What follows belongs to an exercise in optimizing a design on an open flow for small area, a short achievable clock period and few clock cycles; a production flow would make more cautious choices.
At most, simulation tests tie the RTL to the original design; equivalence was not proved.
Power and IR drop assume default switching activity.

==> flow/design.v (excerpt) <==
module rle (
	clk,
	nreset,
	start,
	message_addr,
	message_size,
	rle_addr,
	rle_size,
	done,
        port_A_data_in,
        port_A_data_out,
        port_A_addr,
        port_A_we
	);
Size: about 1,000 cells after synthesis, roughly 150 flip-flops, about 210 I/O pins, about 9100 sq um of cells after synthesis.
==> module rle, before the edit <==
module rle (
	clk,
	nreset,
	start,
	message_addr,
	message_size,
	rle_addr,
	rle_size,
	done,
        port_A_data_in,
        port_A_data_out,
        port_A_addr,
        port_A_we
	);
input	clk;
input	nreset;
input	start;
input 	[31:0] message_addr;
input	[31:0] message_size;
input	[31:0] rle_addr;
input   [31:0] port_A_data_out;
output  [31:0] port_A_data_in;
output  [15:0] port_A_addr;
output  port_A_we;
output	[31:0] rle_size;
output	done;
reg        busy;       
reg        done_r;
reg        we;         
reg        dv;         
reg        lastw;      
reg        fl;         
reg        fls;        
reg [13:0] ra;         
reg [13:0] wa;         
reg [10:0] wleft;      
reg [1:0]  nvl;        
reg [7:0]  val;        
reg [7:0]  cnt;        
reg        have;       
reg        hi;         
reg [13:0] np;         
reg [3:0]  kq;         
reg [4:0]  T;          
reg [15:0] q0, q1, q2, q3, q4;
wire [7:0] b0 = port_A_data_out[7:0];
wire [7:0] b1 = port_A_data_out[15:8];
wire [7:0] b2 = port_A_data_out[23:16];
wire [7:0] b3 = port_A_data_out[31:24];
assign port_A_we = we;
assign port_A_data_in = {q1, q0};
assign port_A_addr = ~busy ? {message_addr[15:2], 2'b00} :
                     we ? {wa, 2'b00} : {ra, 2'b00};
assign rle_size = {17'd0, np, 1'b0};    
assign done = done_r;
wire part = lastw & (nvl != 2'd0);      
wire v1 = ~part | (nvl[1]);             
wire v2 = ~part | (nvl == 2'd3);        
wire v3 = ~part;                        
wire x0 = (b0 == val);
wire x1 = (b1 == b0);
wire x2 = (b2 == b1);
wire x3 = (b3 == b2);
wire s0 = hi & (cnt[1:0] == 2'd3);
wire s1 = hi & (cnt[1:0] == 2'd2);
wire s2 = hi & (cnt[1:0] == 2'd1);
wire s3 = hi & (cnt[1:0] == 2'd0);
wire B0 = ~have | ~x0 | s0;
wire B1 = v1 & (~x1 | (x0 & s1));
wire B2 = v2 & (~x2 | (x0 & x1 & s2));
wire B3 = v3 & (~x3 | (x0 & x1 & x2 & s3));
wire E0 = have & (~x0 | s0);
wire E1 = B1;
wire E2 = B2;
wire E3 = B3;
wire ke1 = E0 | E1 | E2 | E3;
wire ke2 = (E0 & (E1 | E2 | E3)) | (E1 & (E2 | E3)) | (E2 & E3);
wire ke3 = (E0 & E1 & (E2 | E3)) | (E2 & E3 & (E0 | E1));
wire ke4 = E0 & E1 & E2 & E3;
wire [7:0] cp1 = cnt + 8'd1;
wire [7:0] cp2 = cnt + 8'd2;
wire [7:0] cp3 = cnt + 8'd3;
wire [15:0] N0 = E0 ? {val, cnt} : E1 ? {b0, cp1} : E2 ? {b1, cp2} : {b2, cp3};
wire n1a = E0 & E1;
wire n1b = (E0 | E1) & E2;
wire [1:0] n1c = n1a ? 2'd1 : n1b ? (E0 ? 2'd2 : 2'd1) : (E0 ? 2'd3 : E1 ? 2'd2 : 2'd1);
wire [15:0] N1 = {n1a ? b0 : n1b ? b1 : b2, 6'd0, n1c};
wire n2a = E0 & E1 & E2;
wire [1:0] n2c = n2a ? 2'd1 : (E2 ? 2'd1 : E1 ? 2'd2 : 2'd3);
wire [15:0] N2 = {n2a ? b1 : b2, 6'd0, n2c};
wire [15:0] N3 = {b2, 8'd1};
wire [2:0] nv = part ? {1'b0, nvl} : 3'd4;
wire [7:0] cnt_w = B3 ? 8'd1 : B2 ? {5'd0, nv - 3'd2} : B1 ? {5'd0, nv - 3'd1} :
                   B0 ? {5'd0, nv} : cnt + {5'd0, nv};
wire hi_w = ~(B0 | B1 | B2 | B3) & (part ? (cnt >= 8'd252 - {6'd0, nvl}) : (cnt >= 8'd248));
wire [7:0] val_w = ~v1 ? b0 : ~v2 ? b1 : ~v3 ? b2 : b3;
wire W1 = we ? T[2] : T[0];
wire W2 = we & T[3];
wire W3 = we & T[4];
wire room = ~W2;
wire fire = dv & room;                  
wire flush = fl & room;                 
wire ins = fire | flush;
wire sh = ins & W1;                     
wire k1 = flush | ke1;
wire k2 = ~flush & ke2;
wire k3 = ~flush & ke3;
wire k4 = ~flush & ke4;
wire [4:0] Tn = ~ins ? {2'b0, W3, W2, W1} :
                W1 ? {k4, k3, k2, k1, 1'b1} : {1'b0, k4, k3, k2, k1};
wire [15:0] M0 = fire ? N0 : {val, cnt};
wire [15:0] S0 = we ? q2 : q0;
always @(posedge clk) begin
    if (~nreset) begin
        busy <= 1'b0;
        done_r <= 1'b0;
        we <= 1'b0;
    end
    else if (~busy) begin
        if (start) begin
            busy <= 1'b1;
            done_r <= 1'b0;
            we <= 1'b0;
            dv <= 1'b1;
            fl <= 1'b0;
            fls <= 1'b0;
            ra <= message_addr[15:2] + 14'd1;
            wa <= rle_addr[15:2];
            wleft <= message_size[12:2] + {10'd0, |message_size[1:0]} - 11'd1;
            lastw <= (message_size[13:2] + {11'd0, |message_size[1:0]}) == 12'd1;
            nvl <= message_size[1:0];
            cnt <= 8'd0;
            have <= 1'b0;
            hi <= 1'b0;
        end
    end
    else begin
        if (we) begin
            wa <= wa + 14'd1;
            if (fire) dv <= 1'b0;
        end
        else begin
            if (wleft != 11'd0) begin
                ra <= ra + 14'd1;
                wleft <= wleft - 11'd1;
                dv <= 1'b1;
                lastw <= (wleft == 11'd1);
            end
            else if (fire)
                dv <= 1'b0;
        end
        if (fire) begin
            val <= val_w;
            cnt <= cnt_w;
            have <= 1'b1;
            hi <= hi_w;
            if (lastw) fl <= 1'b1;
        end
        if (flush) begin
            fl <= 1'b0;
            fls <= 1'b1;
        end
        we <= Tn[1] | ((fls | flush) & Tn[0]);
        if (we & fls & ~W1) begin
            busy <= 1'b0;
            done_r <= 1'b1;
            we <= 1'b0;
        end
    end
end
always @(posedge clk) begin
    kq <= (busy & ins) ? {k4, k3, k2, k1} : 4'd0;
    T <= busy ? Tn : 5'd0;
    if (start & ~busy)
        np <= 14'd0;
    else
        np <= np + {11'd0, kq[3], kq[1] & ~kq[3], (kq[0] & ~kq[1]) | (kq[2] & ~kq[3])};
    q0 <= ins ? (sh ? S0 : M0) : S0;
    q1 <= ins ? (sh ? M0 : N1) : q3;
    q2 <= ins ? (sh ? N1 : N2) : q4;
    q3 <= sh ? N2 : N3;
    q4 <= N3;
end
endmodule
clock: 5.0 ns
lec_check: 0
cap_margin: 20
core_margin: 2
core_utilization: 50
setup_slack_margin: 2.0
slew_margin: 20
standard.sh (not shown) runs the stock make flow with config.mk's settings and CLKGATE_MAP_FILE= SYNTH_SCRIPT=/design/flow/synth_recipe.tcl, a recipe that flattens the netlist after the stock synthesis.
==> flow/flow/run.sh <==
#!/bin/bash
# The standard layout, with every port buffered by a plain buf_1 cell
# (the resizer may still size it up) instead of the default delay buffer.
set -euo pipefail
export BUFFER_PORTS_ARGS="-buffer_cell sky130_fd_sc_hd__buf_1"
bash standard.sh > standard_flow.log 2>&1
Change:
--- a/flow/design.v
+++ b/flow/design.v
@@ -83,5 +83,5 @@
 wire [15:0] N0 = E0 ? {val, cnt} : E1 ? {b0, cp1} : E2 ? {b1, cp2} : {b2, cp3};
 wire n1a = E0 & E1;
-wire n1b = (E0 | E1) & E2;
+wire n1b = E2 & (E0 ^ E1);
 wire [1:0] n1c = n1a ? 2'd1 : n1b ? (E0 ? 2'd2 : 2'd1) : (E0 ? 2'd3 : E1 ? 2'd2 : 2'd1);
 wire [15:0] N1 = {n1a ? b0 : n1b ? b1 : b2, 6'd0, n1c};
@@ -111,4 +111,6 @@
 wire [15:0] M0 = fire ? N0 : {val, cnt};
 wire [15:0] S0 = we ? q2 : q0;
+wire [15:0] S1 = we ? q3 : q1;
+wire [15:0] S2 = we ? q4 : q2;
 always @(posedge clk) begin
     if (~nreset) begin
@@ -133,4 +135,7 @@
             have <= 1'b0;
             hi <= 1'b0;
+            np <= 14'd0;
+            kq <= 4'd0;
+            T <= 5'd0;
         end
     end
@@ -161,4 +166,20 @@
             fls <= 1'b1;
         end
+        kq <= ins ? {k4, k3, k2, k1} : 4'd0;
+        np <= np + {11'd0, kq[3], kq[1] & ~kq[3], (kq[0] & ~kq[1]) | (kq[2] & ~kq[3])};
+        T <= Tn;
+        if (ins) begin
+            q0 <= sh ? S0 : M0;
+            q1 <= sh ? M0 : N1;
+            q2 <= sh ? N1 : N2;
+            q3 <= sh ? N2 : N3;
+            q4 <= N3;
+        end
+        else begin
+            q0 <= S0;
+            q1 <= S1;
+            q2 <= S2;
+            q3 <= we ? q4 : q3;
+        end
         we <= Tn[1] | ((fls | flush) & Tn[0]);
         if (we & fls & ~W1) begin
@@ -169,16 +190,3 @@
     end
 end
-always @(posedge clk) begin
-    kq <= (busy & ins) ? {k4, k3, k2, k1} : 4'd0;
-    T <= busy ? Tn : 5'd0;
-    if (start & ~busy)
-        np <= 14'd0;
-    else
-        np <= np + {11'd0, kq[3], kq[1] & ~kq[3], (kq[0] & ~kq[1]) | (kq[2] & ~kq[3])};
-    q0 <= ins ? (sh ? S0 : M0) : S0;
-    q1 <= ins ? (sh ? M0 : N1) : q3;
-    q2 <= ins ? (sh ? N1 : N2) : q4;
-    q3 <= sh ? N2 : N3;
-    q4 <= N3;
-end
 endmodule
The changed run finished with timing, DRC and antenna clean.
Maximum frequency went down by 6.4%.
Via count went up by 7.2%.
Die area is higher by 13%.
Total power is higher by 4.8%.
Final area is higher by 15%.
Utilization goes up by 0.97 points.
Global-route usage rises by 0.27 points.
Worst hold slack is better by 0.12 ns.
Wire length came out higher by 14%.
Cell count grows by 7.2%.
Sequential cell count is unchanged.
Worst setup slack gets worse by 0.21 ns.
Clock-buffer cell count climbs by 2.
Critical path depth rose by 4.
Testbench counts after the change, summed over its fixed seeds: cycles 22,297.
The RTL of the first run of this note was laid out without a check of its function.


the baseline:
The RTL this note starts from:
==> flow/design.v <==
module rle (
	clk,
	nreset,
	start,
	message_addr,
	message_size,
	rle_addr,
	rle_size,
	done,
        port_A_data_in,
        port_A_data_out,
        port_A_addr,
        port_A_we
	);
input	clk;
input	nreset;
input	start;
input 	[31:0] message_addr;
input	[31:0] message_size;
input	[31:0] rle_addr;
input   [31:0] port_A_data_out;
output  [31:0] port_A_data_in;
output  [15:0] port_A_addr;
output  port_A_we;
output	[31:0] rle_size;
output	done;
reg        busy;       
reg        done_r;
reg        we;         
reg        aM;         
reg        aR;         
reg        dv;         
reg        fl;         
reg        fls;        
reg [13:0] ra;         
reg [13:0] wa;         
reg [10:0] wleft;      
reg [7:0]  val;        
reg [7:0]  cnt;        
reg        have;       
reg        hi;         
reg [13:0] np;         
reg [3:0]  kq;         
reg [4:0]  T;          
reg [15:0] q0, q1, q2, q3, q4;
wire [7:0] b0 = port_A_data_out[7:0];
wire [7:0] b1 = port_A_data_out[15:8];
wire [7:0] b2 = port_A_data_out[23:16];
wire [7:0] b3 = port_A_data_out[31:24];
assign port_A_we = we;
assign port_A_data_in = {q1, q0};
wire [13:0] pa = aM ? message_addr[15:2] : aR ? ra : wa;
wire [12:0] szm1 = message_size[12:0] - 13'd1;    
wire [13:0] pa1 = pa + 14'd1;           
assign port_A_addr = {pa, 2'b00};
assign rle_size = {17'd0, np, 1'b0};    
assign done = done_r;
wire lastw = (wleft == 11'd0);         
wire [1:0] nvl = message_size[1:0];   
wire part = lastw & (nvl != 2'd0);      
wire v1 = ~part | (nvl[1]);             
wire v2 = ~part | (nvl == 2'd3);        
wire v3 = ~part;                        
wire x0 = (b0 == val);
wire x1 = (b1 == b0);
wire x2 = (b2 == b1);
wire x3 = (b3 == b2);
wire s0 = hi & (cnt[1:0] == 2'd3);
wire s1 = hi & (cnt[1:0] == 2'd2);
wire s2 = hi & (cnt[1:0] == 2'd1);
wire s3 = hi & (cnt[1:0] == 2'd0);
wire B0 = ~have | ~x0 | s0;
wire B1 = v1 & (~x1 | (x0 & s1));
wire B2 = v2 & (~x2 | (x0 & x1 & s2));
wire B3 = v3 & (~x3 | (x0 & x1 & x2 & s3));
wire E0 = have & (~x0 | s0);
wire E1 = B1;
wire E2 = B2;
wire E3 = B3;
wire ke1 = E0 | E1 | E2 | E3;
wire ke2 = (E0 & (E1 | E2 | E3)) | (E1 & (E2 | E3)) | (E2 & E3);
wire ke3 = (E0 & E1 & (E2 | E3)) | (E2 & E3 & (E0 | E1));
wire ke4 = E0 & E1 & E2 & E3;
wire [7:0] cp1 = cnt + 8'd1;
wire [7:0] cp2 = cnt + 8'd2;
wire [7:0] cp3 = cnt + 8'd3;
wire n1a = E0 & E1;
wire n1b = (E0 | E1) & E2;
wire [1:0] n1c = n1a ? 2'd1 : n1b ? (E0 ? 2'd2 : 2'd1) : (E0 ? 2'd3 : E1 ? 2'd2 : 2'd1);
wire [15:0] N1 = {n1a ? b0 : n1b ? b1 : b2, 6'd0, n1c};
wire n2a = E0 & E1 & E2;
wire [1:0] n2c = n2a ? 2'd1 : (E2 ? 2'd1 : E1 ? 2'd2 : 2'd3);
wire [15:0] N2 = {n2a ? b1 : b2, 6'd0, n2c};
wire [15:0] N3 = {b2, 8'd1};
wire [2:0] nv = part ? {1'b0, nvl} : 3'd4;
wire [7:0] cnt_w = B3 ? 8'd1 : B2 ? {5'd0, nv - 3'd2} : B1 ? {5'd0, nv - 3'd1} :
                   B0 ? {5'd0, nv} : cnt + {5'd0, nv};
wire hi_w = ~(B0 | B1 | B2 | B3) & (part ? (cnt >= 8'd252 - {6'd0, nvl}) : (cnt >= 8'd248));
wire [7:0] val_w = ~v1 ? b0 : ~v2 ? b1 : ~v3 ? b2 : b3;
wire W1 = we ? T[2] : T[0];
wire W2 = we & T[3];
wire W3 = we & T[4];
wire room = ~W2;
wire fire = dv & room;                  
wire flush = fl & room;                 
wire ins = fire | flush;
wire sh = ins & W1;                     
wire [4:0] Tn = ({5{fire & W1}}  & {ke4, ke3, ke2, ke1, 1'b1}) |
                ({5{fire & ~W1}} & {1'b0, ke4, ke3, ke2, ke1}) |
                ({5{flush}}      & {3'b0, W1, 1'b1}) |
                ({5{~ins}}       & {2'b0, W3, W2, W1});
wire [3:0] kt = ({4{fire}} & {ke4, ke3, ke2, ke1}) | {3'b0, flush};
wire [15:0] M0 = (fl | E0) ? {val, cnt} : E1 ? {b0, cp1} : E2 ? {b1, cp2} : {b2, cp3};
wire we_n = flush | (fire & (W1 ? ke1 : ke2)) | (~ins & (W2 | (fls & W1)));
wire [15:0] S0 = we ? q2 : q0;
always @(posedge clk) begin
    if (~nreset) begin
        busy <= 1'b0;
        done_r <= 1'b0;
        we <= 1'b0;
        aM <= 1'b1;
        aR <= 1'b0;
    end
    else if (~busy) begin
        if (start) begin
            busy <= 1'b1;
            done_r <= 1'b0;
            we <= 1'b0;
            aM <= 1'b0;
            aR <= 1'b1;
            dv <= 1'b1;
            fl <= 1'b0;
            fls <= 1'b0;
            ra <= pa1;
            wa <= rle_addr[15:2];
            wleft <= szm1[12:2];
            cnt <= 8'd0;
            have <= 1'b0;
            hi <= 1'b0;
        end
    end
    else begin
        if (we) begin
            wa <= pa1;
            if (fire) dv <= 1'b0;
        end
        else begin
            if (wleft != 11'd0) begin
                ra <= pa1;
                wleft <= wleft - 11'd1;
                dv <= 1'b1;
            end
            else if (fire)
                dv <= 1'b0;
        end
        if (fire) begin
            val <= val_w;
            cnt <= cnt_w;
            have <= 1'b1;
            hi <= hi_w;
            if (lastw) fl <= 1'b1;
        end
        if (flush) begin
            fl <= 1'b0;
            fls <= 1'b1;
        end
        we <= we_n;
        aR <= ~we_n;
        if (we & fls & ~W1) begin
            busy <= 1'b0;
            done_r <= 1'b1;
            we <= 1'b0;
            aM <= 1'b1;
            aR <= 1'b0;
        end
    end
end
always @(posedge clk) begin
    kq <= busy ? kt : 4'd0;
    T <= busy ? Tn : 5'd0;
    if (start & ~busy)
        np <= 14'd0;
    else
        np <= np + {11'd0, kq[3], kq[1] & ~kq[3], (kq[0] & ~kq[1]) | (kq[2] & ~kq[3])};
    q0 <= ins ? (sh ? S0 : M0) : S0;
    q1 <= ins ? (sh ? M0 : N1) : q3;
    q2 <= ins ? (sh ? N1 : N2) : q4;
    q3 <= sh ? N2 : N3;
    q4 <= N3;
end
endmodule
Settings: LEC_CHECK=0, ABC_AREA=1, CAP_MARGIN=20, CORE_MARGIN=2, CORE_UTILIZATION=60, SETUP_SLACK_MARGIN=2.2, SLEW_MARGIN=20; clock period 5.0 ns.
==> flow/flow/run.sh <==
#!/bin/bash
# The standard layout, with two changes:
# - every port is buffered by a plain buf_1 cell (the resizer may still size
#   it up) instead of the default delay buffer;
# - clock tree synthesis inserts no dummy loads.
set -euo pipefail
export BUFFER_PORTS_ARGS="-buffer_cell sky130_fd_sc_hd__buf_1"
export CTS_ARGS="-sink_clustering_enable -repair_clock_nets -dont_use_dummy_load -buf_list sky130_fd_sc_hd__clkbuf_8 -sink_clustering_size 20"
bash standard.sh > standard_flow.log 2>&1
> inputs changed (the baseline -> the candidate)
-- flow/design.v --
<<< the baseline, line 31
reg        aR;         
reg        dv;         
reg        fl;         
reg        fls;        
>>> the candidate, line 31
reg        aR;         
reg        dv;         
reg        lastw;      
reg        fl;         
reg        fls;        
<<< the baseline, line 36
reg [13:0] wa;         
reg [10:0] wleft;      
reg [7:0]  val;        
reg [7:0]  cnt;        
>>> the candidate, line 37
reg [13:0] wa;         
reg [10:0] wleft;      
reg [1:0]  nvl;        
reg [7:0]  val;        
reg [7:0]  cnt;        
<<< the baseline, line 52
wire [13:0] pa = aM ? message_addr[15:2] : aR ? ra : wa;
wire [12:0] szm1 = message_size[12:0] - 13'd1;    
wire [13:0] pa1 = pa + 14'd1;           
assign port_A_addr = {pa, 2'b00};
assign rle_size = {17'd0, np, 1'b0};    
assign done = done_r;
wire lastw = (wleft == 11'd0);         
wire [1:0] nvl = message_size[1:0];   
wire part = lastw & (nvl != 2'd0);      
wire v1 = ~part | (nvl[1]);             
>>> the candidate, line 54
wire [13:0] pa = aM ? message_addr[15:2] : aR ? ra : wa;
wire [12:0] szm1 = message_size[12:0] - 13'd1;    
wire [13:0] pb = aM ? message_addr[15:2] : we ? wa : ra;
wire [13:0] pa1 = pb + 14'd1;
assign port_A_addr = {pa, 2'b00};
assign rle_size = {17'd0, np, 1'b0};    
assign done = done_r;
wire part = lastw & (nvl != 2'd0);      
wire v1 = ~part | (nvl[1]);             
<<< the baseline, line 111
                ({5{~ins}}       & {2'b0, W3, W2, W1});
wire [3:0] kt = ({4{fire}} & {ke4, ke3, ke2, ke1}) | {3'b0, flush};
wire [15:0] M0 = (fl | E0) ? {val, cnt} : E1 ? {b0, cp1} : E2 ? {b1, cp2} : {b2, cp3};
wire we_n = flush | (fire & (W1 ? ke1 : ke2)) | (~ins & (W2 | (fls & W1)));
wire [15:0] S0 = we ? q2 : q0;
always @(posedge clk) begin
    if (~nreset) begin
>>> the candidate, line 112
                ({5{~ins}}       & {2'b0, W3, W2, W1});
wire [3:0] kt = ({4{fire}} & {ke4, ke3, ke2, ke1}) | {3'b0, flush};
wire we_n = flush | (fire & (W1 ? ke1 : ke2)) | (~ins & (W2 | (fls & W1)));
wire mv = fl | E0;                     
wire m0 = ~fl & ~E0 & E1;
wire m1 = ~fl & ~E0 & ~E1 & E2;
wire m2 = ~fl & ~E0 & ~E1 & ~E2;
wire a0 = ins & ~sh;                    
always @(posedge clk) begin
    if (~nreset) begin
<<< the baseline, line 135
            wa <= rle_addr[15:2];
            wleft <= szm1[12:2];
            cnt <= 8'd0;
            have <= 1'b0;
>>> the candidate, line 139
            wa <= rle_addr[15:2];
            wleft <= szm1[12:2];
            lastw <= (szm1[12:2] == 11'd0);
            nvl <= message_size[1:0];
            cnt <= 8'd0;
            have <= 1'b0;
<<< the baseline, line 150
                wleft <= wleft - 11'd1;
                dv <= 1'b1;
            end
            else if (fire)
>>> the candidate, line 156
                wleft <= wleft - 11'd1;
                dv <= 1'b1;
                lastw <= (wleft == 11'd1);
            end
            else if (fire)
<<< the baseline, line 183
    else
        np <= np + {11'd0, kq[3], kq[1] & ~kq[3], (kq[0] & ~kq[1]) | (kq[2] & ~kq[3])};
    q0 <= ins ? (sh ? S0 : M0) : S0;
    q1 <= ins ? (sh ? M0 : N1) : q3;
    q2 <= ins ? (sh ? N1 : N2) : q4;
    q3 <= sh ? N2 : N3;
>>> the candidate, line 190
    else
        np <= np + {11'd0, kq[3], kq[1] & ~kq[3], (kq[0] & ~kq[1]) | (kq[2] & ~kq[3])};
    q0 <= ({16{a0 & mv}} & {val, cnt}) | ({16{a0 & m0}} & {b0, cp1}) |
          ({16{a0 & m1}} & {b1, cp2}) | ({16{a0 & m2}} & {b2, cp3}) |
          ({16{~a0 & we}} & q2) | ({16{~a0 & ~we}} & q0);
    q1 <= ({16{sh & mv}} & {val, cnt}) | ({16{sh & m0}} & {b0, cp1}) |
          ({16{sh & m1}} & {b1, cp2}) | ({16{sh & m2}} & {b2, cp3}) |
          ({16{a0}} & N1) | ({16{~ins}} & q3);
    q2 <= ins ? (sh ? N1 : N2) : q4;
    q3 <= sh ? N2 : N3;
[summary]
Comparing number of distinct library cell variants in the gate-level netlist after synthesis for the candidate and the baseline, the smaller number came from the candidate. Total track usage (lower): the baseline. Comparing the candidate and the baseline, the higher combined area of the multi-input logic cells is on the candidate. Diff the baseline -> the candidate: power density relative to cell area increased by about 0.4% relative to the old numbers, final area +7.7%, final weighted congestion in routability-driven placement increased 5.9%, design internal power saw an increase. Endpoint of the most critical setup path = cnt[5]$_SDFFCE_PP0P_: the candidate; endpoint of the most critical setup path = cnt[6]$_SDFFCE_PP0P_: the baseline. Via count: the candidate > the baseline. Between the candidate and the baseline, it is the candidate whose sequential cell count is higher, by 3.
Function was not checked in any run of this note: the RTL went through the layout flow alone.

separate check: timing with driven ports:
How much do the figures lean on ideal ports? The routed layouts below were timed once more, with nothing changed but the port constraints.
Step 1 assumes that a clkbuf_16 drives the clock port and a buf_2 every other input.
Step 2 also shifts input and output timing later by t, the mid clock arrival at the registers, as if the neighbouring blocks saw the same clock.
Three values: ideal, step 1, step 2; two values: the first two.
run	t, ns	setup slack, ns	worst data-port slew with drivers (ns)
the first run of note 1	0.480	1.983 / 1.986 / 1.506	0.07
the second run of note 1	0.467	1.777 / 1.762 / 1.295	0.08
the baseline	0.476	2.326 / 2.299 / 1.863	0.07
the candidate	0.497	2.264 / 2.252 / 1.786	0.05
After both steps setup and hold are still met in every run listed. For the second run of note 1, which loses most, drivers alone change the setup slack by -0.015 ns; drivers and shift together by -0.482 ns.
